This is an optimization exercise on Yosys and OpenROAD, whose aim is small area, a short achievable clock period and few clock cycles, not a production implementation.
For this run, only the layout was checked, not whether the RTL still works.

## flow/config.mk

```make
export PLATFORM = sky130hd
export DESIGN_NAME = rs_decoder
export DESIGN_NICKNAME = rs_decoder
export VERILOG_FILES = /design/flow/design.v
export SDC_FILE = /design/flow/constraint.sdc
export NUM_CORES = 4
export LEC_CHECK = 0
export CAP_MARGIN = 20
export CORE_MARGIN = 2
export CORE_UTILIZATION = 40
export PLACE_DENSITY = 0.6
export SLEW_MARGIN = 20
```

## flow/constraint.sdc

```tcl
create_clock -name core_clock -period 11.0 [get_ports {clk}]
set_input_delay 2.2000 -clock core_clock [delete_from_list [all_inputs] [get_ports {clk}]]
set_output_delay 2.2000 -clock core_clock [all_outputs]
set_load 0.01 [all_outputs]
```

## flow/design.v

```verilog
`timescale 1ns/100ps
module gf256mul(
      input [7:0] a,
      input [7:0] b,
      output [7:0] z
      );
assign z[0] = a[0]&b[0] ^ a[7]&b[1] ^ a[1]&b[7] ^ a[6]&b[2] ^ a[2]&b[6] ^ a[5]&b[3] ^ a[3]&b[5] ^
              a[4]&b[4] ^ a[7]&b[5] ^ a[5]&b[7] ^ a[6]&b[6] ^ a[7]&b[6] ^ a[6]&b[7] ^ a[7]&b[7] ;
assign z[1] = a[1]&b[0] ^ a[0]&b[1] ^ a[7]&b[2] ^ a[2]&b[7] ^ a[6]&b[3] ^ a[3]&b[6] ^ a[5]&b[4] ^
              a[4]&b[5] ^ a[7]&b[6] ^ a[6]&b[7] ^ a[7]&b[7] ;
assign z[2] = a[2]&b[0] ^ a[0]&b[2] ^ a[1]&b[1] ^ a[7]&b[1] ^ a[1]&b[7] ^ a[6]&b[2] ^ a[2]&b[6] ^
              a[5]&b[3] ^ a[3]&b[5] ^ a[4]&b[4] ^ a[7]&b[3] ^ a[3]&b[7] ^ a[6]&b[4] ^ a[4]&b[6] ^
              a[5]&b[5] ^ a[7]&b[5] ^ a[5]&b[7] ^ a[6]&b[6] ^ a[7]&b[6] ^ a[6]&b[7] ;
assign z[3] = a[3]&b[0] ^ a[0]&b[3] ^ a[2]&b[1] ^ a[1]&b[2] ^ a[7]&b[1] ^ a[1]&b[7] ^ a[6]&b[2] ^ a[2]&b[6] ^
              a[5]&b[3] ^ a[3]&b[5] ^ a[4]&b[4] ^ a[7]&b[2] ^ a[2]&b[7] ^ a[6]&b[3] ^ a[3]&b[6] ^ a[5]&b[4] ^
              a[4]&b[5] ^ a[7]&b[4] ^ a[4]&b[7] ^ a[6]&b[5] ^ a[5]&b[6] ^ a[7]&b[5] ^ a[5]&b[7] ^ a[6]&b[6] ;
assign z[4] = a[4]&b[0] ^ a[0]&b[4] ^ a[3]&b[1] ^ a[1]&b[3] ^ a[2]&b[2] ^ a[7]&b[1] ^ a[1]&b[7] ^ a[6]&b[2] ^
              a[2]&b[6] ^ a[5]&b[3] ^ a[3]&b[5] ^ a[4]&b[4] ^ a[7]&b[2] ^ a[2]&b[7] ^ a[6]&b[3] ^ a[3]&b[6] ^
              a[5]&b[4] ^ a[4]&b[5] ^ a[7]&b[3] ^ a[3]&b[7] ^ a[6]&b[4] ^ a[4]&b[6] ^ a[5]&b[5] ^ a[7]&b[7] ;
assign z[5] = a[5]&b[0] ^ a[0]&b[5] ^ a[4]&b[1] ^ a[1]&b[4] ^ a[3]&b[2] ^ a[2]&b[3] ^ a[7]&b[2] ^
              a[2]&b[7] ^ a[6]&b[3] ^ a[3]&b[6] ^ a[5]&b[4] ^ a[4]&b[5] ^ a[7]&b[3] ^ a[3]&b[7] ^
              a[6]&b[4] ^ a[4]&b[6] ^ a[5]&b[5] ^ a[7]&b[4] ^ a[4]&b[7] ^ a[6]&b[5] ^ a[5]&b[6] ;
assign z[6] = a[6]&b[0] ^ a[0]&b[6] ^ a[5]&b[1] ^ a[1]&b[5] ^ a[4]&b[2] ^ a[2]&b[4] ^ a[3]&b[3] ^
              a[7]&b[3] ^ a[3]&b[7] ^ a[6]&b[4] ^ a[4]&b[6] ^ a[5]&b[5] ^ a[7]&b[4] ^ a[4]&b[7] ^
              a[6]&b[5] ^ a[5]&b[6] ^ a[7]&b[5] ^ a[5]&b[7] ^ a[6]&b[6] ;
assign z[7] = a[7]&b[0] ^ a[0]&b[7] ^ a[6]&b[1] ^ a[1]&b[6] ^ a[5]&b[2] ^ a[2]&b[5] ^ a[4]&b[3] ^
              a[3]&b[4] ^ a[7]&b[4] ^ a[4]&b[7] ^ a[6]&b[5] ^ a[5]&b[6] ^ a[7]&b[5] ^ a[5]&b[7] ^
              a[6]&b[6] ^ a[7]&b[6] ^ a[6]&b[7] ;
endmodule
`timescale 1ns/100ps
module gf256inv(
       input [7:0] a,
       output reg [7:0] z
       );
always @( * ) begin
  case (a) 
	8'h00: z = 8'h00;    
	8'h02: z = 8'h8e;    
	8'h04: z = 8'h47;    
	8'h08: z = 8'had;
	8'h10: z = 8'hd8;
	8'h20: z = 8'h6c;
	8'h40: z = 8'h36;
	8'h80: z = 8'h1b;
	8'h1d: z = 8'h83;
	8'h3a: z = 8'hcf;
	8'h74: z = 8'he9;
	8'he8: z = 8'hfa;
	8'hcd: z = 8'h7d;
	8'h87: z = 8'hb0;
	8'h13: z = 8'h58;
	8'h26: z = 8'h2c;
	8'h4c: z = 8'h16;
	8'h98: z = 8'h0b;
	8'h2d: z = 8'h8b;
	8'h5a: z = 8'hcb;
	8'hb4: z = 8'heb;
	8'h75: z = 8'hfb;
	8'hea: z = 8'hf3;
	8'hc9: z = 8'hf7;
	8'h8f: z = 8'hf5;
	8'h03: z = 8'hf4;
	8'h06: z = 8'h7a;
	8'h0c: z = 8'h3d;
	8'h18: z = 8'h90;
	8'h30: z = 8'h48;
	8'h60: z = 8'h24;
	8'hc0: z = 8'h12;
	8'h9d: z = 8'h09;
	8'h27: z = 8'h8a;
	8'h4e: z = 8'h45;
	8'h9c: z = 8'hac;
	8'h25: z = 8'h56;
	8'h4a: z = 8'h2b;
	8'h94: z = 8'h9b;
	8'h35: z = 8'hc3;
	8'h6a: z = 8'hef;
	8'hd4: z = 8'hf9;
	8'hb5: z = 8'hf2;
	8'h77: z = 8'h79;
	8'hee: z = 8'hb2;
	8'hc1: z = 8'h59;
	8'h9f: z = 8'ha2;
	8'h23: z = 8'h51;
	8'h46: z = 8'ha6;
	8'h8c: z = 8'h53;
	8'h05: z = 8'ha7;
	8'h0a: z = 8'hdd;
	8'h14: z = 8'he0;
	8'h28: z = 8'h70;
	8'h50: z = 8'h38;
	8'ha0: z = 8'h1c;
	8'h5d: z = 8'h0e;
	8'hba: z = 8'h07;
	8'h69: z = 8'h8d;
	8'hd2: z = 8'hc8;
	8'hb9: z = 8'h64;
	8'h6f: z = 8'h32;
	8'hde: z = 8'h19;
	8'ha1: z = 8'h82;
	8'h5f: z = 8'h41;
	8'hbe: z = 8'hae;
	8'h61: z = 8'h57;
	8'hc2: z = 8'ha5;
	8'h99: z = 8'hdc;
	8'h2f: z = 8'h6e;
	8'h5e: z = 8'h37;
	8'hbc: z = 8'h95;
	8'h65: z = 8'hc4;
	8'hca: z = 8'h62;
	8'h89: z = 8'h31;
	8'h0f: z = 8'h96;
	8'h1e: z = 8'h4b;
	8'h3c: z = 8'hab;
	8'h78: z = 8'hdb;
	8'hf0: z = 8'he3;
	8'hfd: z = 8'hff;
	8'he7: z = 8'hf1;
	8'hd3: z = 8'hf6;
	8'hbb: z = 8'h7b;
	8'h6b: z = 8'hb3;
	8'hd6: z = 8'hd7;
	8'hb1: z = 8'he5;
	8'h7f: z = 8'hfc;
	8'hfe: z = 8'h7e;
	8'he1: z = 8'h3f;
	8'hdf: z = 8'h91;
	8'ha3: z = 8'hc6;
	8'h5b: z = 8'h63;
	8'hb6: z = 8'hbf;
	8'h71: z = 8'hd1;
	8'he2: z = 8'he6;
	8'hd9: z = 8'h73;
	8'haf: z = 8'hb7;
	8'h43: z = 8'hd5;
	8'h86: z = 8'he4;
	8'h11: z = 8'h72;
	8'h22: z = 8'h39;
	8'h44: z = 8'h92;
	8'h88: z = 8'h49;
	8'h0d: z = 8'haa;
	8'h1a: z = 8'h55;
	8'h34: z = 8'ha4;
	8'h68: z = 8'h52;
	8'hd0: z = 8'h29;
	8'hbd: z = 8'h9a;
	8'h67: z = 8'h4d;
	8'hce: z = 8'ha8;
	8'h81: z = 8'h54;
	8'h1f: z = 8'h2a;
	8'h3e: z = 8'h15;
	8'h7c: z = 8'h84;
	8'hf8: z = 8'h42;
	8'hed: z = 8'h21;
	8'hc7: z = 8'h9e;
	8'h93: z = 8'h4f;
	8'h3b: z = 8'ha9;
	8'h76: z = 8'hda;
	8'hec: z = 8'h6d;
	8'hc5: z = 8'hb8;
	8'h97: z = 8'h5c;
	8'h33: z = 8'h2e;
	8'h66: z = 8'h17;
	8'hcc: z = 8'h85;
	8'h85: z = 8'hcc;
	8'h17: z = 8'h66;
	8'h2e: z = 8'h33;
	8'h5c: z = 8'h97;
	8'hb8: z = 8'hc5;
	8'h6d: z = 8'hec;
	8'hda: z = 8'h76;
	8'ha9: z = 8'h3b;
	8'h4f: z = 8'h93;
	8'h9e: z = 8'hc7;
	8'h21: z = 8'hed;
	8'h42: z = 8'hf8;
	8'h84: z = 8'h7c;
	8'h15: z = 8'h3e;
	8'h2a: z = 8'h1f;
	8'h54: z = 8'h81;
	8'ha8: z = 8'hce;
	8'h4d: z = 8'h67;
	8'h9a: z = 8'hbd;
	8'h29: z = 8'hd0;
	8'h52: z = 8'h68;
	8'ha4: z = 8'h34;
	8'h55: z = 8'h1a;
	8'haa: z = 8'h0d;
	8'h49: z = 8'h88;
	8'h92: z = 8'h44;
	8'h39: z = 8'h22;
	8'h72: z = 8'h11;
	8'he4: z = 8'h86;
	8'hd5: z = 8'h43;
	8'hb7: z = 8'haf;
	8'h73: z = 8'hd9;
	8'he6: z = 8'he2;
	8'hd1: z = 8'h71;
	8'hbf: z = 8'hb6;
	8'h63: z = 8'h5b;
	8'hc6: z = 8'ha3;
	8'h91: z = 8'hdf;
	8'h3f: z = 8'he1;
	8'h7e: z = 8'hfe;
	8'hfc: z = 8'h7f;
	8'he5: z = 8'hb1;
	8'hd7: z = 8'hd6;
	8'hb3: z = 8'h6b;
	8'h7b: z = 8'hbb;
	8'hf6: z = 8'hd3;
	8'hf1: z = 8'he7;
	8'hff: z = 8'hfd;
	8'he3: z = 8'hf0;
	8'hdb: z = 8'h78;
	8'hab: z = 8'h3c;
	8'h4b: z = 8'h1e;
	8'h96: z = 8'h0f;
	8'h31: z = 8'h89;
	8'h62: z = 8'hca;
	8'hc4: z = 8'h65;
	8'h95: z = 8'hbc;
	8'h37: z = 8'h5e;
	8'h6e: z = 8'h2f;
	8'hdc: z = 8'h99;
	8'ha5: z = 8'hc2;
	8'h57: z = 8'h61;
	8'hae: z = 8'hbe;
	8'h41: z = 8'h5f;
	8'h82: z = 8'ha1;
	8'h19: z = 8'hde;
	8'h32: z = 8'h6f;
	8'h64: z = 8'hb9;
	8'hc8: z = 8'hd2;
	8'h8d: z = 8'h69;
	8'h07: z = 8'hba;
	8'h0e: z = 8'h5d;
	8'h1c: z = 8'ha0;
	8'h38: z = 8'h50;
	8'h70: z = 8'h28;
	8'he0: z = 8'h14;
	8'hdd: z = 8'h0a;
	8'ha7: z = 8'h05;
	8'h53: z = 8'h8c;
	8'ha6: z = 8'h46;
	8'h51: z = 8'h23;
	8'ha2: z = 8'h9f;
	8'h59: z = 8'hc1;
	8'hb2: z = 8'hee;
	8'h79: z = 8'h77;
	8'hf2: z = 8'hb5;
	8'hf9: z = 8'hd4;
	8'hef: z = 8'h6a;
	8'hc3: z = 8'h35;
	8'h9b: z = 8'h94;
	8'h2b: z = 8'h4a;
	8'h56: z = 8'h25;
	8'hac: z = 8'h9c;
	8'h45: z = 8'h4e;
	8'h8a: z = 8'h27;
	8'h09: z = 8'h9d;
	8'h12: z = 8'hc0;
	8'h24: z = 8'h60;
	8'h48: z = 8'h30;
	8'h90: z = 8'h18;
	8'h3d: z = 8'h0c;
	8'h7a: z = 8'h06;
	8'hf4: z = 8'h03;
	8'hf5: z = 8'h8f;
	8'hf7: z = 8'hc9;
	8'hf3: z = 8'hea;
	8'hfb: z = 8'h75;
	8'heb: z = 8'hb4;
	8'hcb: z = 8'h5a;
	8'h8b: z = 8'h2d;
	8'h0b: z = 8'h98;
	8'h16: z = 8'h4c;
	8'h2c: z = 8'h26;
	8'h58: z = 8'h13;
	8'hb0: z = 8'h87;
	8'h7d: z = 8'hcd;
	8'hfa: z = 8'he8;
	8'he9: z = 8'h74;
	8'hcf: z = 8'h3a;
	8'h83: z = 8'h1d;
	8'h1b: z = 8'h80;
	8'h36: z = 8'h40;
	8'h6c: z = 8'h20;
	8'hd8: z = 8'h10;
	8'had: z = 8'h08;
	8'h47: z = 8'h04;
	8'h8e: z = 8'h02;
	8'h01: z = 8'h01;
endcase
end
endmodule
`timescale 1ns/100ps
module syndrome(
       input clk,
       input rst_n,
       input din_val,
       input din_sop,
       input din_eop,
       input [7:0] din,
       output reg syndrome_val,
       output reg [7:0] syndrome1,
       output reg [7:0] syndrome2,
       output reg [7:0] syndrome3,
       output reg [7:0] syndrome4,
       output reg [7:0] syndrome5,
       output reg [7:0] syndrome6,
       output reg [7:0] syndrome7,
       output reg [7:0] syndrome8
       );
wire [7:0] sp1, sp2, sp3, sp4, sp5, sp6, sp7, sp8 ;
gf256mul mul1(.a(8'h02), .b(syndrome1), .z(sp1));
gf256mul mul2(.a(8'h04), .b(syndrome2), .z(sp2));
gf256mul mul3(.a(8'h08), .b(syndrome3), .z(sp3));
gf256mul mul4(.a(8'h10), .b(syndrome4), .z(sp4));
gf256mul mul5(.a(8'h20), .b(syndrome5), .z(sp5));
gf256mul mul6(.a(8'h40), .b(syndrome6), .z(sp6));
gf256mul mul7(.a(8'h80), .b(syndrome7), .z(sp7));
gf256mul mul8(.a(8'h1d), .b(syndrome8), .z(sp8));
always @(posedge clk or negedge rst_n)
if (!rst_n)
begin    
  syndrome1 <= 0;
  syndrome2 <= 0;
  syndrome3 <= 0;
  syndrome4 <= 0;
  syndrome5 <= 0;
  syndrome6 <= 0;
  syndrome7 <= 0;
  syndrome8 <= 0;
end
else if (din_val)   
  if (din_sop)      
  begin
    syndrome1 <=  din;
    syndrome2 <=  din;
    syndrome3 <=  din;
    syndrome4 <=  din;
    syndrome5 <=  din;
    syndrome6 <=  din;
    syndrome7 <=  din;
    syndrome8 <=  din;
  end
  else              
  begin 
    syndrome1 <= sp1 ^ din;
    syndrome2 <= sp2 ^ din;
    syndrome3 <= sp3 ^ din;
    syndrome4 <= sp4 ^ din;
    syndrome5 <= sp5 ^ din;
    syndrome6 <= sp6 ^ din;
    syndrome7 <= sp7 ^ din;
    syndrome8 <= sp8 ^ din;
  end
always @(posedge clk or negedge rst_n)
if (!rst_n)
  syndrome_val <= 0;
else
  syndrome_val <= din_eop;
endmodule
`timescale 1ns/100ps
module euclid(
       input clk,
       input rst_n,
       input start,             
       input [7:0] syndrome1,   
       input [7:0] syndrome2,
       input [7:0] syndrome3,
       input [7:0] syndrome4,
       input [7:0] syndrome5,
       input [7:0] syndrome6,
       input [7:0] syndrome7,
       input [7:0] syndrome8,
       output reg [7:0] elp0,    
       output reg [7:0] elp1,
       output reg [7:0] elp2,
       output reg [7:0] elp3,
       output reg [7:0] elp4,
       output reg [7:0] evp0,    
       output reg [7:0] evp1,
       output reg [7:0] evp2,
       output reg [7:0] evp3,
       output reg [7:0] evp4,
       output reg [2:0] error_num,  
       output reg done,          
       output reg fail          
       );
parameter T = 4'h4;     
reg dec_en;                         
reg div_ok, div_en;                  
reg div_shift_en, div_remainder_en;  
reg mul_ok;                          
reg [3:0] div_cnt;                  
reg [3:0] devp_2, devp_1, devp;      
reg [3:0] delp_2, delp_1, delp;      
reg [3:0] dqp;                      
reg [7:0] evp   [7:0];              
reg [7:0] evp_1 [7:0];              
reg [7:0] evp_2 [8:0];              
reg [7:0] qp   [4:0];                
reg [7:0] qp_1 [4:0];               
reg [7:0] elp   [4:0];               
reg [7:0] elp_1 [4:0];              
reg [7:0] elp_2 [4:0];              
wire done_flag;                     
wire fail_flag;                     
always @(posedge clk or negedge rst_n)
if (!rst_n)
  devp <= 0;
else if (start)
  devp <= 0;
else if (div_ok)
  if (devp_1 == 7)
    if (evp[6] != 0)
      devp <= 6;
    else if (evp[5] != 0)
      devp <= 5;
    else if (evp[4] != 0)
      devp <= 4;
    else if (evp[3] != 0)
      devp <= 3;
    else if (evp[2] != 0)
      devp <= 2;
    else if (evp[1] != 0)
      devp <= 1;
    else
      devp <= 0;
  else if (devp_1 == 6)
    if (evp[5] != 0)
      devp <= 5;
    else if (evp[4] != 0)
      devp <= 4;
    else if (evp[3] != 0)
      devp <= 3;
    else if (evp[2] != 0)
      devp <= 2;
    else if (evp[1] != 0)
      devp <= 1;
    else
      devp <= 0;
  else if (devp_1 == 5)
    if (evp[4] != 0)
      devp <= 4;
    else if (evp[3] != 0)
      devp <= 3;
    else if (evp[2] != 0)
      devp <= 2;
    else if (evp[1] != 0)
      devp <= 1;
    else
      devp <= 0;
  else if (devp_1 == 4)
    if (evp[3] != 0)
      devp <= 3;
    else if (evp[2] != 0)
      devp <= 2;
    else if (evp[1] != 0)
      devp <= 1;
    else
      devp <= 0;
  else if (devp_1 == 3)
    if (evp[2] != 0)
      devp <= 2;
    else if (evp[1] != 0)
      devp <= 1;
    else
      devp <= 0;
  else if (devp_1 == 2)
    if (evp[1] != 0)
      devp <= 1;
    else
      devp <= 0;
always @(posedge clk or negedge rst_n)
if (!rst_n)
begin
  devp_1 <= 0;
end
else if (start)
  if (syndrome8 != 0)
    devp_1 <= 7;
  else if (syndrome7 != 0)
    devp_1 <= 6;
  else if (syndrome6 != 0)
    devp_1 <= 5;
  else if (syndrome5 != 0)
    devp_1 <= 4;
  else if (syndrome4 != 0)
    devp_1 <= 3;
  else if (syndrome3 != 0)
    devp_1 <= 2;
  else if (syndrome2 != 0)
    devp_1 <= 1;
  else if (syndrome1 != 0)
    devp_1 <= 0;
  else
    devp_1 <= 0;
else if (div_ok)
  if (devp_1 == 7)
    if (evp[6] != 0)
      devp_1 <= 6;
    else if (evp[5] != 0)
      devp_1 <= 5;
    else if (evp[4] != 0)
      devp_1 <= 4;
    else if (evp[3] != 0)
      devp_1 <= 3;
    else if (evp[2] != 0)
      devp_1 <= 2;
    else if (evp[1] != 0)
      devp_1 <= 1;
    else
      devp_1 <= 0;
  else if (devp_1 == 6)
    if (evp[5] != 0)
      devp_1 <= 5;
    else if (evp[4] != 0)
      devp_1 <= 4;
    else if (evp[3] != 0)
      devp_1 <= 3;
    else if (evp[2] != 0)
      devp_1 <= 2;
    else if (evp[1] != 0)
      devp_1 <= 1;
    else
      devp_1 <= 0;
  else if (devp_1 == 5)
    if (evp[4] != 0)
      devp_1 <= 4;
    else if (evp[3] != 0)
      devp_1 <= 3;
    else if (evp[2] != 0)
      devp_1 <= 2;
    else if (evp[1] != 0)
      devp_1 <= 1;
    else
      devp_1 <= 0;
  else if (devp_1 == 4)
    if (evp[3] != 0)
      devp_1 <= 3;
    else if (evp[2] != 0)
      devp_1 <= 2;
    else if (evp[1] != 0)
      devp_1 <= 1;
    else
      devp_1 <= 0;
  else if (devp_1 == 3)
    if (evp[2] != 0)
      devp_1 <= 2;
    else if (evp[1] != 0)
      devp_1 <= 1;
    else
      devp_1 <= 0;
  else if (devp_1 == 2)
    if (evp[1] != 0)
      devp_1 <= 1;
    else
      devp_1 <= 0;
always @(posedge clk or negedge rst_n)
if (!rst_n)
  devp_2 <= 0;
else if (start)
  devp_2 <= T << 1;
else if (div_ok)
  devp_2 <= devp_1;
always @(posedge clk or negedge rst_n)
if (!rst_n)
begin
  evp_2[0] <= 0;
  evp_2[1] <= 0;
  evp_2[2] <= 0;
  evp_2[3] <= 0;
  evp_2[4] <= 0;
  evp_2[5] <= 0;
  evp_2[6] <= 0;
  evp_2[7] <= 0;
  evp_2[8] <= 0;
end
else if (start)
begin
  evp_2[0] <= 0;
  evp_2[1] <= 0;
  evp_2[2] <= 0;
  evp_2[3] <= 0;
  evp_2[4] <= 0;
  evp_2[5] <= 0;
  evp_2[6] <= 0;
  evp_2[7] <= 0;
  evp_2[8] <= 1;
end
else if (mul_ok)
begin
  evp_2[0] <= evp_1[0];
  evp_2[1] <= evp_1[1];
  evp_2[2] <= evp_1[2];
  evp_2[3] <= evp_1[3];
  evp_2[4] <= evp_1[4];
  evp_2[5] <= evp_1[5];
  evp_2[6] <= evp_1[6];
  evp_2[7] <= evp_1[7];
end
always @(posedge clk or negedge rst_n)
if (!rst_n)
begin
  evp_1[0] <= 0;
  evp_1[1] <= 0;
  evp_1[2] <= 0;
  evp_1[3] <= 0;
  evp_1[4] <= 0;
  evp_1[5] <= 0;
  evp_1[6] <= 0;
  evp_1[7] <= 0;
end
else if (start)
begin
  evp_1[0] <= syndrome1;
  evp_1[1] <= syndrome2;
  evp_1[2] <= syndrome3;
  evp_1[3] <= syndrome4;
  evp_1[4] <= syndrome5;
  evp_1[5] <= syndrome6;
  evp_1[6] <= syndrome7;
  evp_1[7] <= syndrome8;
end
else if (mul_ok)
begin
  evp_1[0] <= evp[0];
  evp_1[1] <= evp[1];
  evp_1[2] <= evp[2];
  evp_1[3] <= evp[3];
  evp_1[4] <= evp[4];
  evp_1[5] <= evp[5];
  evp_1[6] <= evp[6];
  evp_1[7] <= evp[7];
end
wire [7:0] evp_p0, evp_p1, evp_p2, evp_p3, evp_p4, evp_p5, evp_p6, evp_p7 ;
wire [7:0] qp_p0;
wire [7:0] inv_evp_1;
gf256inv inv1(.a(evp_1[devp_1]), .z(inv_evp_1));
wire [3:0] evp_idx   = devp_1 - 4'd1;
wire [3:0] evp_2_idx = devp_2 - div_cnt;
wire [7:0] evp_sel   = (devp_1 != 4'd0) ? evp[evp_idx[2:0]] : 8'h00;
wire [7:0] evp_2_sel = (evp_2_idx <= 4'd8) ? evp_2[evp_2_idx] : 8'h00;
gf256mul mul8(.a(inv_evp_1), .b(evp_sel ^ evp_2_sel), .z(qp_p0));
gf256mul mul0(.a(evp_1[0]), .b(qp_p0), .z(evp_p0));
gf256mul mul1(.a(evp_1[1]), .b(qp_p0), .z(evp_p1));
gf256mul mul2(.a(evp_1[2]), .b(qp_p0), .z(evp_p2));
gf256mul mul3(.a(evp_1[3]), .b(qp_p0), .z(evp_p3));
gf256mul mul4(.a(evp_1[4]), .b(qp_p0), .z(evp_p4));
gf256mul mul5(.a(evp_1[5]), .b(qp_p0), .z(evp_p5));
gf256mul mul6(.a(evp_1[6]), .b(qp_p0), .z(evp_p6));
always @(posedge clk or negedge rst_n)
if (!rst_n)
begin
  evp[0] <= 0;
  evp[1] <= 0;
  evp[2] <= 0;
  evp[3] <= 0;
  evp[4] <= 0;
  evp[5] <= 0;
  evp[6] <= 0;
  evp[7] <= 0;
end
else if (start | (mul_ok & ~done_flag))
begin
  evp[0] <= 0;
  evp[1] <= 0;
  evp[2] <= 0;
  evp[3] <= 0;
  evp[4] <= 0;
  evp[5] <= 0;
  evp[6] <= 0;
  evp[7] <= 0;
end
else if (div_en)
  if (div_remainder_en)
  begin
    evp[0] <= evp[0] ^ evp_2[0];
    evp[1] <= evp[1] ^ evp_2[1];
    evp[2] <= evp[2] ^ evp_2[2];
    evp[3] <= evp[3] ^ evp_2[3];
    evp[4] <= evp[4] ^ evp_2[4];
    evp[5] <= evp[5] ^ evp_2[5];
    evp[6] <= evp[6] ^ evp_2[6];
  end
  else if (div_shift_en)
  begin
    evp[0] <= evp_p0 ;
    evp[1] <= evp_p1 ^ evp[0];
    evp[2] <= evp_p2 ^ evp[1];
    evp[3] <= evp_p3 ^ evp[2];
    evp[4] <= evp_p4 ^ evp[3];
    evp[5] <= evp_p5 ^ evp[4];
    evp[6] <= evp_p6 ^ evp[5];
  end
always @(posedge clk or negedge rst_n)
if (!rst_n)
begin
  qp[0] <= 0;
  qp[1] <= 0;
  qp[2] <= 0;
  qp[3] <= 0;
  qp[4] <= 0;
end
else if (start | div_ok)
begin
  qp[0] <= 0;
  qp[1] <= 0;
  qp[2] <= 0;
  qp[3] <= 0;
  qp[4] <= 0;
end
else if (div_shift_en)
begin
  qp[0] <= qp_p0;
  qp[1] <= qp[0];
  qp[2] <= qp[1];
  qp[3] <= qp[2];
  qp[4] <= qp[3];
end
always @(posedge clk or negedge rst_n)
if (!rst_n)
  delp <= 0;
else if (start)
  delp <= 0;
else if (div_ok)
  delp <= (T << 1) - devp_1;
always @(posedge clk or negedge rst_n)
if (!rst_n)
  delp_1 <= 0;
else if (start)
  delp_1 <= 0;
else if (div_ok)
  delp_1 <= delp;
wire [7:0] elp_p00, elp_p10, elp_p11, elp_p20, elp_p21, elp_p22, elp_p30 ;
wire [7:0] elp_p31, elp_p32, elp_p33, elp_p40, elp_p41, elp_p42, elp_p43, elp_p44;
gf256mul mul9 (.a(qp[0]), .b(elp_1[0]), .z(elp_p00));
gf256mul mul10(.a(qp[0]), .b(elp_1[1]), .z(elp_p10));
gf256mul mul14(.a(qp[1]), .b(elp_1[0]), .z(elp_p11));
gf256mul mul11(.a(qp[0]), .b(elp_1[2]), .z(elp_p20));
gf256mul mul16(.a(qp[2]), .b(elp_1[0]), .z(elp_p21));
gf256mul mul19(.a(qp[1]), .b(elp_1[1]), .z(elp_p22));
gf256mul mul12(.a(qp[0]), .b(elp_1[3]), .z(elp_p30));
gf256mul mul17(.a(qp[3]), .b(elp_1[0]), .z(elp_p31));
gf256mul mul20(.a(qp[1]), .b(elp_1[2]), .z(elp_p32));
gf256mul mul22(.a(qp[2]), .b(elp_1[1]), .z(elp_p33));
gf256mul mul13(.a(qp[0]), .b(elp_1[4]), .z(elp_p40));
gf256mul mul18(.a(qp[4]), .b(elp_1[0]), .z(elp_p41));
gf256mul mul21(.a(qp[1]), .b(elp_1[3]), .z(elp_p42));
gf256mul mul23(.a(qp[3]), .b(elp_1[1]), .z(elp_p43));
gf256mul mul24(.a(qp[2]), .b(elp_1[2]), .z(elp_p44));
always @(posedge clk or negedge rst_n)
if (!rst_n)
begin
  elp[0] <= 0;
  elp[1] <= 0;
  elp[2] <= 0;
  elp[3] <= 0;
  elp[4] <= 0;
end
else if (start)
begin
  elp[0] <= 0;
  elp[1] <= 0;
  elp[2] <= 0;
  elp[3] <= 0;
  elp[4] <= 0;
end
else if (div_ok)
begin
  elp[0] <= elp_2[0] ^ elp_p00 ;
  elp[1] <= elp_2[1] ^ elp_p10 ^ elp_p11;
  elp[2] <= elp_2[2] ^ elp_p20 ^ elp_p21 ^ elp_p22 ;
  elp[3] <= elp_2[3] ^ elp_p30 ^ elp_p31 ^ elp_p32 ^ elp_p33 ;
  elp[4] <= elp_2[4] ^ elp_p40 ^ elp_p41 ^ elp_p42 ^ elp_p43 ^ elp_p44 ;
end
always @(posedge clk or negedge rst_n)
if (!rst_n)
begin
  elp_1[0] <= 0;
  elp_1[1] <= 0;
  elp_1[2] <= 0;
  elp_1[3] <= 0;
  elp_1[4] <= 0;
end
else if (start)
begin
  elp_1[0] <= 1;
  elp_1[1] <= 0;
  elp_1[2] <= 0;
  elp_1[3] <= 0;
  elp_1[4] <= 0;
end
else if (mul_ok)
begin
  elp_1[0] <= elp[0];
  elp_1[1] <= elp[1];
  elp_1[2] <= elp[2];
  elp_1[3] <= elp[3];
  elp_1[4] <= elp[4];
end
always @(posedge clk or negedge rst_n)
if (!rst_n)
begin
  elp_2[0] <= 0;
  elp_2[1] <= 0;
  elp_2[2] <= 0;
  elp_2[3] <= 0;
  elp_2[4] <= 0;
end
else if (start)
begin
  elp_2[0] <= 0;
  elp_2[1] <= 0;
  elp_2[2] <= 0;
  elp_2[3] <= 0;
  elp_2[4] <= 0;
end
else if (mul_ok)
begin
  elp_2[0] <= elp_1[0];
  elp_2[1] <= elp_1[1];
  elp_2[2] <= elp_1[2];
  elp_2[3] <= elp_1[3];
  elp_2[4] <= elp_1[4];
end
assign done_flag = (T >= delp) && (delp > devp);
assign fail_flag = T < delp;
wire syndrome_zero = |(syndrome1 | syndrome2 | syndrome3 | syndrome4 | 
                       syndrome5 | syndrome6 | syndrome7 | syndrome8 );
always @(posedge clk or negedge rst_n)
if (!rst_n)
  dec_en <= 0;
else if (start & syndrome_zero)
  dec_en <= 1;
else if (done)
  dec_en <= 0;
always @(posedge clk or negedge rst_n)
if (!rst_n)
  div_en <= 0;
else if ((start & syndrome_zero) | (mul_ok && ~(done_flag | fail_flag)))
  div_en <= 1;
else if (div_cnt == (devp_2 - devp_1 + 1))
  div_en <= 0;
always @(posedge clk or negedge rst_n)
if (!rst_n)
  div_shift_en <= 0;
else if ((start & syndrome_zero) | (mul_ok & ~done_flag))
  div_shift_en <= 1;
else if (div_en && (div_cnt == (devp_2 - devp_1)))
  div_shift_en <= 0;
always @(posedge clk or negedge rst_n)
if (!rst_n)
  div_remainder_en <= 0;
else if (div_en && (div_cnt == (devp_2 - devp_1)))
  div_remainder_en <= 1;
else
  div_remainder_en <= 0;
always @(posedge clk or negedge rst_n)
if (!rst_n)
  div_ok <= 0;
else
  div_ok <= div_remainder_en;
always @(posedge clk or negedge rst_n)
if (!rst_n)
  div_cnt <= 0;
else if (start | (mul_ok & ~done_flag))
  div_cnt <= 0;
else if (div_en)
  div_cnt <= div_cnt + 1;
always @(posedge clk or negedge rst_n)
if (!rst_n)
  mul_ok <= 0;
else
  mul_ok <= div_ok;
always @(posedge clk or negedge rst_n)
if (!rst_n)
  done <= 0;
else if ((start & ~syndrome_zero) | (mul_ok & (done_flag | fail_flag)))
  done <= 1;
else
  done <= 0;
always @(posedge clk or negedge rst_n)
if (!rst_n)
  fail <= 0;
else if (start)
  fail <= 0;
else if (mul_ok & fail_flag)
  fail <= 1;
else
  fail <= 0;
always @(posedge clk or negedge rst_n)
if (!rst_n)
  error_num <= 0;
else if (start)
  error_num <= 0;
else if (mul_ok)
  error_num <= delp;
always @(posedge clk or negedge rst_n)
if (!rst_n)
begin
  elp0 <= 0;
  elp1 <= 0;
  elp2 <= 0;
  elp3 <= 0;
  elp4 <= 0;
  evp0 <= 0;
  evp1 <= 0;
  evp2 <= 0;
  evp3 <= 0;
  evp4 <= 0;
end
else if (mul_ok)
begin
  elp0 <= elp[0];
  elp1 <= elp[1];
  elp2 <= elp[2];
  elp3 <= elp[3];
  elp4 <= elp[4];
  evp0 <= evp[0];
  evp1 <= evp[1];
  evp2 <= evp[2];
  evp3 <= evp[3];
  evp4 <= evp[4];
end
endmodule
`timescale 1ns/100ps
module chien(
       input clk,
       input rst_n,
       input start,
       input [2:0] error_num,             
       input [7:0] elp0,
       input [7:0] elp1,
       input [7:0] elp2,
       input [7:0] elp3,
       input [7:0] elp4,
       output reg [7:0] el1,
       output reg [7:0] el2,
       output reg [7:0] el3,
       output reg [7:0] el4,
       output reg [7:0] gf_el1,
       output reg [7:0] gf_el2,
       output reg [7:0] gf_el3,
       output reg [7:0] gf_el4,
       output reg done
       );
reg dec_en;
reg [2:0] error_cnt;
reg [7:0] byte_cnt;
reg [7:0] alpha1, alpha2, alpha3, alpha4;
wire [7:0] palpha1, palpha2, palpha3, palpha4;
wire [7:0] term1, term2, term3, term4;
wire [7:0] elp_result;
gf256mul mul1(.a(alpha1), .b(8'h02), .z(palpha1));
gf256mul mul2(.a(alpha2), .b(8'h04), .z(palpha2));
gf256mul mul3(.a(alpha3), .b(8'h08), .z(palpha3));
gf256mul mul4(.a(alpha4), .b(8'h10), .z(palpha4));
gf256mul mul5(.a(alpha1), .b(elp1), .z(term1));
gf256mul mul6(.a(alpha2), .b(elp2), .z(term2));
gf256mul mul7(.a(alpha3), .b(elp3), .z(term3));
gf256mul mul8(.a(alpha4), .b(elp4), .z(term4));
assign elp_result = elp0 ^ term1 ^ term2 ^ term3 ^ term4;
always @(posedge clk or negedge rst_n)
if (!rst_n)
begin
  alpha1 <= 0;
  alpha2 <= 0;
  alpha3 <= 0;
  alpha4 <= 0;
end
else if (start)
begin
  alpha1 <= 8'h02;   
  alpha2 <= 8'h04;   
  alpha3 <= 8'h08;   
  alpha4 <= 8'h10;   
end
else if (dec_en)
begin
  alpha1 <= palpha1;
  alpha2 <= palpha2;
  alpha3 <= palpha3;
  alpha4 <= palpha4;
end
always @(posedge clk or negedge rst_n)
if (!rst_n)
begin
  el1 <= 0;
  el2 <= 0;
  el3 <= 0;
  el4 <= 0;
  gf_el1 <= 0;
  gf_el2 <= 0;
  gf_el3 <= 0;
  gf_el4 <= 0;
end
else if (start)
begin
  el1 <= 0;
  el2 <= 0;
  el3 <= 0;
  el4 <= 0;
  gf_el1 <= 0;
  gf_el2 <= 0;
  gf_el3 <= 0;
  gf_el4 <= 0;
end
else if ((elp_result == 0) && dec_en)
  case(error_cnt)
    0: begin el1 <= byte_cnt;  gf_el1 <= alpha1; end
    1: begin el2 <= byte_cnt;  gf_el2 <= alpha1; end
    2: begin el3 <= byte_cnt;  gf_el3 <= alpha1; end
    3: begin el4 <= byte_cnt;  gf_el4 <= alpha1; end
  endcase
always @(posedge clk or negedge rst_n)
if (!rst_n)
  error_cnt <= 0;
else if (start)
  error_cnt <= 0;
else if ((elp_result == 0) && dec_en)
  error_cnt <= error_cnt + 1;
always @(posedge clk or negedge rst_n)
if (!rst_n)
  byte_cnt <= 0;
else if (start)
  byte_cnt <= 0;
else if (dec_en)
  byte_cnt <= byte_cnt + 1;
always @(posedge clk or negedge rst_n)
if (!rst_n)
  dec_en <= 0;
else if (start & (error_num != 0))
  dec_en <= 1;
else if (((error_cnt == error_num) || (byte_cnt == 8'hfe)))
  dec_en <= 0;
always @(posedge clk or negedge rst_n)
if (!rst_n)
  done <= 0;
else if (start & (error_num == 0))
  done <= 1;
else if (dec_en && ((error_cnt == error_num) || (byte_cnt == 8'hfe)))
  done <= 1;
else
  done <= 0;
endmodule
`timescale 1ns/100ps
module forney(
       input clk,
       input rst_n,
       input start,
       input [2:0] error_num,
       input [7:0] elp0,  
       input [7:0] el1,    
       input [7:0] el2,
       input [7:0] el3,
       input [7:0] el4,
       input [7:0] evp0,
       input [7:0] evp1,
       input [7:0] evp2,
       input [7:0] evp3,
       output [7:0] ev1,
       output [7:0] ev2,
       output [7:0] ev3,
       output [7:0] ev4,
       output reg done
       );
reg dec_en;
reg [4:0] cnt;
reg [7:0] inv_a;
wire [7:0] inv_z;
reg [7:0] mul1_a, mul2_a, mul3_a, mul4_a;
reg [7:0] mul1_b, mul2_b, mul3_b, mul4_b;
wire [7:0] mul1_z, mul2_z, mul3_z, mul4_z;
reg [7:0] inv_el1, inv_el2, inv_el3, inv_el4;
reg [7:0] inv_ev1_03, inv_ev2_03, inv_ev3_03, inv_ev4_03;
reg [7:0] el1_p2, el2_p2, el3_p2, el4_p2;
reg [7:0] el1_p3, el2_p3, el3_p3, el4_p3;
reg [7:0] evp1_el1, evp1_el2, evp1_el3, evp1_el4;
reg [7:0] evp2_el1_p2, evp2_el2_p2, evp2_el3_p2, evp2_el4_p2;
reg [7:0] evp3_el1_p3, evp3_el2_p3, evp3_el3_p3, evp3_el4_p3;
reg [7:0] elp0_inv_el1, elp0_inv_el2, elp0_inv_el3, elp0_inv_el4;
reg [7:0] el1_inv_el2, el2_inv_el1, el3_inv_el1, el4_inv_el1;
reg [7:0] el1_inv_el3, el2_inv_el3, el3_inv_el2, el4_inv_el2;
reg [7:0] el1_inv_el4, el2_inv_el4, el3_inv_el4, el4_inv_el3;
reg [7:0] ev1_01, ev2_01, ev3_01, ev4_01;
reg [7:0] ev1_02, ev2_02, ev3_02, ev4_02;
reg [7:0] ev1_03, ev2_03, ev3_03, ev4_03;
reg [7:0] ev1_04, ev2_04, ev3_04, ev4_04;
assign ev1 = ev1_04;
assign ev2 = ev2_04;
assign ev3 = ev3_04;
assign ev4 = ev4_04;
gf256inv u_gf256inv( .a(inv_a), .z(inv_z));
gf256mul mul1(.a(mul1_a), .b(mul1_b), .z(mul1_z));
gf256mul mul2(.a(mul2_a), .b(mul2_b), .z(mul2_z));
gf256mul mul3(.a(mul3_a), .b(mul3_b), .z(mul3_z));
gf256mul mul4(.a(mul4_a), .b(mul4_b), .z(mul4_z));
always @(posedge clk or negedge rst_n)
if (!rst_n)
  dec_en <= 0;
else if (start & (error_num != 0))
  dec_en <= 1;
else if (cnt == 16)
  dec_en <= 0;
always @(posedge clk or negedge rst_n)
if (!rst_n)
  cnt <= 0;
else if (dec_en)
  cnt <= cnt + 1;
else
  cnt <= 0;
always @(posedge clk or negedge rst_n)
if (!rst_n)
  done <= 0;
else if (start & (error_num == 0))
  done <= 1;
else if (cnt == 16)
  done <= 1;
else
  done <= 0;
always @( * )
case(cnt)
  0 : inv_a = el1;
  1 : inv_a = el2;
  2 : inv_a = el3;
  3 : inv_a = el4;
  12: inv_a = ev1_03;
  13: inv_a = ev2_03;
  14: inv_a = ev3_03;
  15: inv_a = ev4_03;
  default: inv_a = 0;
endcase
always @( * )
case(cnt)
  0 : begin
        mul1_a = el1; mul1_b = el1;
        mul2_a = el2; mul2_b = el2;
        mul3_a = el3; mul3_b = el3;
        mul4_a = el4; mul4_b = el4;
      end
  1 : begin
        mul1_a = el1_p2; mul1_b = el1;
        mul2_a = el2_p2; mul2_b = el2;
        mul3_a = el3_p2; mul3_b = el3;
        mul4_a = el4_p2; mul4_b = el4;
      end
  2 : begin
        mul1_a = evp1; mul1_b = el1;
        mul2_a = evp1; mul2_b = el2;
        mul3_a = evp1; mul3_b = el3;
        mul4_a = evp1; mul4_b = el4;
      end
  3 : begin
        mul1_a = evp2; mul1_b = el1_p2;
        mul2_a = evp2; mul2_b = el2_p2;
        mul3_a = evp2; mul3_b = el3_p2;
        mul4_a = evp2; mul4_b = el4_p2;
      end
  4 : begin
        mul1_a = evp3; mul1_b = el1_p3;
        mul2_a = evp3; mul2_b = el2_p3;
        mul3_a = evp3; mul3_b = el3_p3;
        mul4_a = evp3; mul4_b = el4_p3;
      end
  5 : begin
        mul1_a = elp0; mul1_b = inv_el1;
        mul2_a = elp0; mul2_b = inv_el2;
        mul3_a = elp0; mul3_b = inv_el3;
        mul4_a = elp0; mul4_b = inv_el4;
      end
  6 : begin
        mul1_a = el1; mul1_b = inv_el2;
        mul2_a = el2; mul2_b = inv_el1;
        mul3_a = el3; mul3_b = inv_el1;
        mul4_a = el4; mul4_b = inv_el1;
      end
  7 : begin
        mul1_a = el1; mul1_b = inv_el3;
        mul2_a = el2; mul2_b = inv_el3;
        mul3_a = el3; mul3_b = inv_el2;
        mul4_a = el4; mul4_b = inv_el2;
      end
  8 : begin
        mul1_a = el1; mul1_b = inv_el4;
        mul2_a = el2; mul2_b = inv_el4;
        mul3_a = el3; mul3_b = inv_el4;
        mul4_a = el4; mul4_b = inv_el3;
      end
  9 : begin
        mul1_a = elp0_inv_el1; mul1_b = 8'h01 ^ el1_inv_el2;
        mul2_a = elp0_inv_el2; mul2_b = 8'h01 ^ el2_inv_el1;
        mul3_a = elp0_inv_el3; mul3_b = 8'h01 ^ el3_inv_el1;
        mul4_a = elp0_inv_el4; mul4_b = 8'h01 ^ el4_inv_el1;
      end
  10: begin
        mul1_a = ev1_01; mul1_b = 8'h01 ^ el1_inv_el3;
        mul2_a = ev2_01; mul2_b = 8'h01 ^ el2_inv_el3;
        mul3_a = ev3_01; mul3_b = 8'h01 ^ el3_inv_el2;
        mul4_a = ev4_01; mul4_b = 8'h01 ^ el4_inv_el2;
      end
  11: begin
        mul1_a = ev1_02; mul1_b = 8'h01 ^ el1_inv_el4;
        mul2_a = ev2_02; mul2_b = 8'h01 ^ el2_inv_el4;
        mul3_a = ev3_02; mul3_b = 8'h01 ^ el3_inv_el4;
        mul4_a = ev4_02; mul4_b = 8'h01 ^ el4_inv_el3;
      end
  16: begin
        mul1_a = inv_ev1_03; mul1_b = evp0 ^ evp1_el1 ^ evp2_el1_p2 ^ evp3_el1_p3;
        mul2_a = inv_ev2_03; mul2_b = evp0 ^ evp1_el2 ^ evp2_el2_p2 ^ evp3_el2_p3;
        mul3_a = inv_ev3_03; mul3_b = evp0 ^ evp1_el3 ^ evp2_el3_p2 ^ evp3_el3_p3;
        mul4_a = inv_ev4_03; mul4_b = evp0 ^ evp1_el4 ^ evp2_el4_p2 ^ evp3_el4_p3;
      end
  default: 
       begin
        mul1_a = 0; mul1_b = 0;
        mul2_a = 0; mul2_b = 0;
        mul3_a = 0; mul3_b = 0;
        mul4_a = 0; mul4_b = 0;
      end
endcase
always @(posedge clk or negedge rst_n)
if (!rst_n)
begin
  inv_el1    <= 0;
  inv_el2    <= 0;
  inv_el3    <= 0;
  inv_el4    <= 0;
  inv_ev1_03 <= 0;
  inv_ev2_03 <= 0;
  inv_ev3_03 <= 0;
  inv_ev4_03 <= 0;
end
else if (dec_en)
  case(cnt)
    0 : inv_el1    <= inv_z;
    1 : inv_el2    <= inv_z;
    2 : inv_el3    <= inv_z;
    3 : inv_el4    <= inv_z;
    12: inv_ev1_03 <= inv_z;
    13: inv_ev2_03 <= inv_z;
    14: inv_ev3_03 <= inv_z;
    15: inv_ev4_03 <= inv_z;
  endcase
always @(posedge clk or negedge rst_n)
if (!rst_n)
begin
  el1_p2 <= 0;
  el2_p2 <= 0;
  el3_p2 <= 0;
  el4_p2 <= 0;
end
else if (dec_en && (cnt == 0))
begin
  el1_p2 <= mul1_z;
  el2_p2 <= mul2_z;
  el3_p2 <= mul3_z;
  el4_p2 <= mul4_z;
end
always @(posedge clk or negedge rst_n)
if (!rst_n)
begin
  el1_p3 <= 0;
  el2_p3 <= 0;
  el3_p3 <= 0;
  el4_p3 <= 0;
end
else if (dec_en && (cnt == 1))
begin
  el1_p3 <= mul1_z;
  el2_p3 <= mul2_z;
  el3_p3 <= mul3_z;
  el4_p3 <= mul4_z;
end
always @(posedge clk or negedge rst_n)
if (!rst_n)
begin
  evp1_el1 <= 0;
  evp1_el2 <= 0;
  evp1_el3 <= 0;
  evp1_el4 <= 0;
end
else if (dec_en && (cnt == 2))
begin
  evp1_el1 <= mul1_z;
  evp1_el2 <= mul2_z;
  evp1_el3 <= mul3_z;
  evp1_el4 <= mul4_z;
end
always @(posedge clk or negedge rst_n)
if (!rst_n)
begin
  evp2_el1_p2 <= 0;
  evp2_el2_p2 <= 0;
  evp2_el3_p2 <= 0;
  evp2_el4_p2 <= 0;
end
else if (dec_en && (cnt == 3))
begin
  evp2_el1_p2 <= mul1_z;
  evp2_el2_p2 <= mul2_z;
  evp2_el3_p2 <= mul3_z;
  evp2_el4_p2 <= mul4_z;
end
always @(posedge clk or negedge rst_n)
if (!rst_n)
begin
  evp3_el1_p3 <= 0;
  evp3_el2_p3 <= 0;
  evp3_el3_p3 <= 0;
  evp3_el4_p3 <= 0;
end
else if (dec_en && (cnt == 4))
begin
  evp3_el1_p3 <= mul1_z;
  evp3_el2_p3 <= mul2_z;
  evp3_el3_p3 <= mul3_z;
  evp3_el4_p3 <= mul4_z;
end
always @(posedge clk or negedge rst_n)
if (!rst_n)
begin
  elp0_inv_el1 <= 0;
  elp0_inv_el2 <= 0;
  elp0_inv_el3 <= 0;
  elp0_inv_el4 <= 0;
end
else if (dec_en && (cnt == 5))
begin
  elp0_inv_el1 <= mul1_z;
  elp0_inv_el2 <= mul2_z;
  elp0_inv_el3 <= mul3_z;
  elp0_inv_el4 <= mul4_z;
end
always @(posedge clk or negedge rst_n)
if (!rst_n)
begin
  el1_inv_el2 <= 0;
  el2_inv_el1 <= 0;
  el3_inv_el1 <= 0;
  el4_inv_el1 <= 0;
end
else if (dec_en && (cnt == 6))
begin
  el1_inv_el2 <= mul1_z;
  el2_inv_el1 <= mul2_z;
  el3_inv_el1 <= mul3_z;
  el4_inv_el1 <= mul4_z;
end
always @(posedge clk or negedge rst_n)
if (!rst_n)
begin
  el1_inv_el3 <= 0;
  el2_inv_el3 <= 0;
  el3_inv_el2 <= 0;
  el4_inv_el2 <= 0;
end
else if (dec_en && (cnt == 7))
begin
  el1_inv_el3 <= mul1_z;
  el2_inv_el3 <= mul2_z;
  el3_inv_el2 <= mul3_z;
  el4_inv_el2 <= mul4_z;
end
always @(posedge clk or negedge rst_n)
if (!rst_n)
begin
  el1_inv_el4 <= 0;
  el2_inv_el4 <= 0;
  el3_inv_el4 <= 0;
  el4_inv_el3 <= 0;
end
else if (dec_en && (cnt == 8))
begin
  el1_inv_el4 <= mul1_z;
  el2_inv_el4 <= mul2_z;
  el3_inv_el4 <= mul3_z;
  el4_inv_el3 <= mul4_z;
end
always @(posedge clk or negedge rst_n)
if (!rst_n)
begin
  ev1_01 <= 0;
  ev2_01 <= 0;
  ev3_01 <= 0;
  ev4_01 <= 0;
end
else if (dec_en && (cnt == 9))
begin
  ev1_01 <= mul1_z;
  ev2_01 <= mul2_z;
  ev3_01 <= mul3_z;
  ev4_01 <= mul4_z;
end
always @(posedge clk or negedge rst_n)
if (!rst_n)
begin
  ev1_02 <= 0;
  ev2_02 <= 0;
  ev3_02 <= 0;
  ev4_02 <= 0;
end
else if (dec_en && (cnt == 10))
begin
  ev1_02 <= mul1_z;
  ev2_02 <= mul2_z;
  ev3_02 <= mul3_z;
  ev4_02 <= mul4_z;
end
always @(posedge clk or negedge rst_n)
if (!rst_n)
begin
  ev1_03 <= 0;
  ev2_03 <= 0;
  ev3_03 <= 0;
  ev4_03 <= 0;
end
else if (dec_en && (cnt == 11))
begin
  ev1_03 <= mul1_z;
  ev2_03 <= mul2_z;
  ev3_03 <= mul3_z;
  ev4_03 <= mul4_z;
end
always @(posedge clk or negedge rst_n)
if (!rst_n)
begin
  ev1_04 <= 0;
  ev2_04 <= 0;
  ev3_04 <= 0;
  ev4_04 <= 0;
end
else if (dec_en && (cnt == 16))
begin
  ev1_04 <= mul1_z;
  ev2_04 <= mul2_z;
  ev3_04 <= mul3_z;
  ev4_04 <= mul4_z;
end
endmodule
`timescale 1ns/100ps
module rs_decoder(
      input clk,
      input rst_n,
      input din_val,         
      input din_sop,        
      input din_eop,        
      input [7:0] din,      
      output [7:0] el1,      
      output [7:0] el2,
      output [7:0] el3,
      output [7:0] el4,
      output [7:0] ev1,      
      output [7:0] ev2,
      output [7:0] ev3,
      output [7:0] ev4,
      output [2:0] error_num,   
      output dec_done,       
      output dec_fail,      
      output busy           
      );
wire syndrome_val;          
wire dec_done2;              
wire euclid_ok;              
wire [7:0] syndrome1, syndrome2, syndrome3, syndrome4, syndrome5, syndrome6, syndrome7, syndrome8 ; 
wire [7:0] elp0, elp1, elp2, elp3, elp4 ;   
wire [7:0] evp0, evp1, evp2, evp3, evp4 ;   
wire [7:0] gf_el1, gf_el2, gf_el3, gf_el4 ; 
assign dec_done = dec_done2 | (dec_fail  & euclid_ok);
assign busy = 1'b0;
wire chien_ok;
syndrome u_syndrome(
       .clk          (clk         ) ,
       .rst_n        (rst_n       ) ,
       .din_val      (din_val     ) ,
       .din_sop      (din_sop     ) ,
       .din_eop      (din_eop     ) ,
       .din          (din         ) ,
       .syndrome_val (syndrome_val) ,
       .syndrome1    (syndrome1   ) ,
       .syndrome2    (syndrome2   ) ,
       .syndrome3    (syndrome3   ) ,
       .syndrome4    (syndrome4   ) ,
       .syndrome5    (syndrome5   ) ,
       .syndrome6    (syndrome6   ) ,
       .syndrome7    (syndrome7   ) ,
       .syndrome8    (syndrome8   ) 
       );
euclid u_euclid(
       .clk       (clk      ) ,
       .rst_n     (rst_n    ) ,
       .start     (syndrome_val) ,
       .syndrome1 (syndrome1) ,
       .syndrome2 (syndrome2) ,
       .syndrome3 (syndrome3) ,
       .syndrome4 (syndrome4) ,
       .syndrome5 (syndrome5) ,
       .syndrome6 (syndrome6) ,
       .syndrome7 (syndrome7) ,
       .syndrome8 (syndrome8) ,
       .elp0      (elp0     ) ,  
       .elp1      (elp1     ) ,
       .elp2      (elp2     ) ,
       .elp3      (elp3     ) ,
       .elp4      (elp4     ) ,
       .evp0      (evp0     ) ,  
       .evp1      (evp1     ) ,
       .evp2      (evp2     ) ,
       .evp3      (evp3     ) ,
       .evp4      (evp4     ) ,
       .error_num (error_num) ,
       .done      (euclid_ok) ,
       .fail      (dec_fail )
       );
chien u_chien(
       .clk       (clk      ) ,
       .rst_n     (rst_n    ) ,
       .start     (euclid_ok & ~dec_fail) ,
       .error_num (error_num) ,
       .elp0      (elp0     ) ,
       .elp1      (elp1     ) ,
       .elp2      (elp2     ) ,
       .elp3      (elp3     ) ,
       .elp4      (elp4     ) ,
       .el1       (el1      ) ,
       .el2       (el2      ) ,
       .el3       (el3      ) ,
       .el4       (el4      ) ,
       .gf_el1    (gf_el1   ) ,
       .gf_el2    (gf_el2   ) ,
       .gf_el3    (gf_el3   ) ,
       .gf_el4    (gf_el4   ) ,
       .done      (chien_ok ) 
       );
forney u_forney(
       .clk   (clk     ),
       .rst_n (rst_n   ),
       .error_num(error_num),
       .start (chien_ok),
       .elp0  (elp0    ),
       .el1   (gf_el1  ),
       .el2   (gf_el2  ),
       .el3   (gf_el3  ),
       .el4   (gf_el4  ),
       .evp0  (evp0    ),
       .evp1  (evp1    ),
       .evp2  (evp2    ),
       .evp3  (evp3    ),
       .ev1   (ev1     ),
       .ev2   (ev2     ),
       .ev3   (ev3     ),
       .ev4   (ev4     ),
       .done  (dec_done2)
       );
endmodule
```

## flow/run.sh

```bash
#!/bin/bash
# synth_recipe.tcl (not shown) runs the flow's synth.tcl, then flattens the netlist and writes it again
# the make line also repeats each setting of config.mk as NAME=value (left out here)
make -C /OpenROAD-flow-scripts/flow DESIGN_CONFIG=/design/flow/config.mk WORK_HOME=/design/flow/orfs CLKGATE_MAP_FILE= SYNTH_SCRIPT=/design/flow/synth_recipe.tcl finish
```

==> implementation parameters <==
Parameter                              Value

Routing
  Number of design-rule violations left by the first detailed-router iteration ... 11380
  Detailed-route wire length per cell ... 27.08 um
  First-pass detailed-route iteration total ... 13
  DR DRC count ... 0
  Via count ... 87420
  Vias per Instance ... 6.013
  Residual antenna-violating net count after detailed routing ... 0
  Detailed Route WL ... 393800 um

Timing
  Shortest clock period the worst path allows after layout ... 10150 ps
  Worst clock skew on the final layout ... 49.22 ps
  Number of endpoints with negative hold slack in the final report ... 0
  Least-Margin Pin Slew ... 1280 ps
  Number of setup violations in the final report ... 0
  Count of final max-slew check failures ... 0
  Setup_tns ... 0 ps
  Achievable Freq ... 0.09854 GHz
  RSZ-0062 raised after global routing ... false
  Slew headroom ... 0.1467
  Period utilization ... 0.9226

Global routing
  Largest net degree at the start of global routing ... 172
  Remaining global-route overflow ... 0
  Via count of the first global-routing pass ... 83920
  Global Route Usage Sum ... 0.3161
  Wire length of the first global-routing pass ... 578100 um
  Number of antenna violations at the first check in global routing ... 8

Synthesis
  Primary flip-flop cell chosen by synthesis mapping ... sky130_fd_sc_hd__dfrtp_1
  Cell types occupying the most area after synthesis ... sky130_fd_sc_hd__dfrtp_1, sky130_fd_sc_hd__xnor2_1, sky130_fd_sc_hd__nand2_1
  Area share of the largest cell type after synthesis ... 0.2925
  Synthesized area per cell ... 8.027 um2
  Dominant combinational cell family by area after synthesis ... XOR/XNOR gates
  EDFF count, synth ... 0
  Synthesized-area fraction occupied by ao, oa, aoi and oai cells ... 0.1451
  Ys async rst share ... 1.000
  Multiplexer share of the synthesized area ... 0.07019
  Fraction of the mapped netlist area in simple logic gates ... 0.1694
  Largest area contributor in the synthesized netlist ... sky130_fd_sc_hd__dfrtp_1
  #FFs+latches synth ... 1105
  Distinct cells, synth ... 108
  Most frequent cells after synthesis ... sky130_fd_sc_hd__nand2_1, sky130_fd_sc_hd__xnor2_1, sky130_fd_sc_hd__dfrtp_1
  Combined area of all synthesized cells ... 0.09454 mm2
  Post-Synthesis Net Count ... 11860
  Number of instances in the synthesized netlist ... 11780
  Most frequent cell after synthesis ... sky130_fd_sc_hd__nand2_1
  Sequential fraction of the synthesis area ... 0.2925
  Synth warn ... 19
  Post-synthesis adder-cell area fraction ... 0.009158
  Synth Area in XOR/XNOR ... 0.2639

CTS
  Maximum level of the CTS H-tree ... 4
  Root buffer cell ... sky130_fd_sc_hd__clkbuf_16
  Number of buffers inserted by hold repair at cts ... 0
  Clock Pin Slew Worst Setup and Hold Paths ... 60 ps
  Post-CTS repair timing setup buffer count ... 0
  Clock network latency to the later pin of the worst-skew pair ... 840 ps
  CTS buffer count ... 135
  Largest buffer count on any clock path ... 3
  Clock tree from TritonCTS ... yes
  Clock sink count ... 1105
  Number of instances resized during post-cts repair ... 0

Die
  Standard-cell rows ... 178
  Io pins ... 83
  X dimension of the die ... 490.2 um
  Starting density of the core ... 0.4020
  Die area ... 0.2403 mm2
  Vert. Die Dim ... 490.2 um
  Core outline area ... 0.2352 mm2

Worst hold path
  Hold Crit Class ... reg2reg

Setup path
  Critical path data arrival time ... 10830 ps
  Worst setup path class ... reg2reg
  Buffers & Inverters on Critical Path ... 3
  Kind of launch point of the worst setup path ... flop
  Largest delay share family, worst path ... XOR/XNOR gates
  List of cells traversed by the critical path ... inv_1 > ha_1 > or3_1 > o32a_1 > buf_4 > ha_1 > nand3_1 > o31ai_1 > o21ai_0 > a311oi_1 > a32o_1 > a41o_1 > o21ai_1 > xnor2_1 > xnor3_1 > xnor3_1 > xnor2_2 > buf_4 > nand2_1 > xnor3_1 > xnor3_1 > xor2_2 > xnor3_1 > a211oi_1
  Most frequent cell on the critical path ... sky130_fd_sc_hd__xnor3_1
  Cell with the biggest individual delay on the critical path ... sky130_fd_sc_hd__xnor2_2
  Element type at the critical path end ... flop
  Worst Path Required ... 11680 ps
  Crit-path max cell delay ... 870 ps
  Maximum fanout count along the critical path ... 33

Layout
  Final Net Count ... 11360
  Fraction of layout instances using a drive strength above 1 ... 0.08688
  Area grow syn2layout ... 8.893%
  Utilization of the core after routing ... 0.4377
  Filler Cells Inserted ... 23140
  Multi-input combinational cell area ... 0.06265 mm2
  Post-route cell area ... 0.1030 mm2
  Seq. cell area ... 0.02769 mm2

Placement
  Hpwl dp ... 258800 um
  Global placement routability congestion ... 1.014
  Number of buffer cells added on primary ports ... 81
  Total placed instance area ... 0.09814 mm2

Run status
  Outcome ... finished clean

Flow run
  Max_cap viols ... 0
## placed cells by master, fill, tap and decap left out, types with 113 or more instances in the layout
master,n
sky130_fd_sc_hd__inv_1,113
sky130_fd_sc_hd__o21ai_0,696
sky130_fd_sc_hd__a21oi_1,428
sky130_fd_sc_hd__xor2_1,654
sky130_fd_sc_hd__mux2_2,258
sky130_fd_sc_hd__mux2i_1,366
sky130_fd_sc_hd__a22oi_1,183
sky130_fd_sc_hd__buf_4,329
sky130_fd_sc_hd__nand2_1,2397
sky130_fd_sc_hd__dfrtp_1,1079
sky130_fd_sc_hd__clkbuf_16,136
sky130_fd_sc_hd__nand3_1,114
sky130_fd_sc_hd__xnor2_1,2029
sky130_fd_sc_hd__nor2_1,914
## sequential cells by signal (all words and copies together), names as in the netlist, 40 cells and up
name	flops
u_euclid.elp	40
u_euclid.elp_1	40
u_euclid.elp_2	40
u_euclid.evp	56
u_euclid.evp_1	64
u_euclid.evp_2	65
u_euclid.qp	40
## per-layer routing
layer | part of all wire | vias up | GRT usage
li1 | - | 38280 | -
met1 | 0.41 | 42850 | 0.4273
met2 | 0.43 | 5007 | 0.4782
met3 | 0.093 | 1270 | 0.05494
met4 | 0.062 | 12 | 0.1737
met5 | 0.00019 | - | 0
## path summary, 6_finish.rpt
path	startpoint	endpoint	slack, ps	cells after the start
worst max-delay path	u_euclid.devp_1[1]$_DFFE_PN0P_	u_euclid.evp[0][3]$_DFFE_PN0P_	850	24
worst min-delay path	u_forney.ev4_04[4]$_DFFE_PN0P_	u_forney.ev4_04[4]$_DFFE_PN0P_	480	2
worst max register to register	u_euclid.devp_1[1]$_DFFE_PN0P_	u_euclid.evp[0][3]$_DFFE_PN0P_	850	24
worst min register to register	u_forney.ev4_04[4]$_DFFE_PN0P_	u_forney.ev4_04[4]$_DFFE_PN0P_	480	2
max in group asynchronous	rst_n	u_forney.evp2_el1_p2[5]$_DFFE_PN0P_	7430	3
min in group asynchronous	rst_n	u_euclid.evp[4][6]$_DFFE_PN0P_	1300	1
## through the flow
step,hold WS [ps],cells,setup WS [ps]
after floorplan,351.9,11780,3905
after global placement,459.7,14290,1336
after detailed placement,456.8,14290,1184
after CTS,471.6,14530,1131
after global routing,494.4,14530,406.3
final,476.7,14540,851.5
## worst min-delay path, delay by kind of cell, from the launching register on
kind,cells,cell delay (ps)
AND/OR/NAND/NOR,1,40
AO/OA/AOI/OAI,1,60
flip-flops,1,340
## kinds of logic after synthesis
logic type	after synthesis
AOI/OAI and AO/OA	2122
muxes	627
and+or+nand+nor	3912
buffers and inverters	1182
DFF	1105
adders and majority gates	68
other	1
xor gates and xnor gates	2761
## area by class of cell
type	instances	share of cell area
Timing Repair Buffer	418	0.03348
Inverter	123	0.004497
Multi-Input combinational cell	9491	0.6086
Clock buffer	182	0.03746
Tap cell	3150	0.03828
Clock inverter	64	0.008580
Antenna cell	6	0.0001458
Sequential cell	1105	0.2690

separate check: timing with driven ports:
The results above use ideal ports. As a check the final layout listed here was re-extracted and re-timed, cells and wires unchanged. Step 1: set_driving_cell puts a clkbuf_16 on clk and a buf_2 on each other input, an assumption about the parent block. Step 2 also shifts input and output timing later by t, the mid clock arrival at the registers, as if the neighbouring blocks saw the same clock. Three values: ideal, step 1, step 2; two values: the first two.
t (ns): 0.903
slack for setup (ns): 0.851 / 0.851 / 0.851
worst hold slack (ns): 0.477 / 0.477 / 0.477
worst register clock-pin slew, ns: 0.07 / 0.07
After both steps setup and hold are still met in this run. The setup slack of this run moves by 0.000 ns with the drivers and by 0.000 ns with both steps.
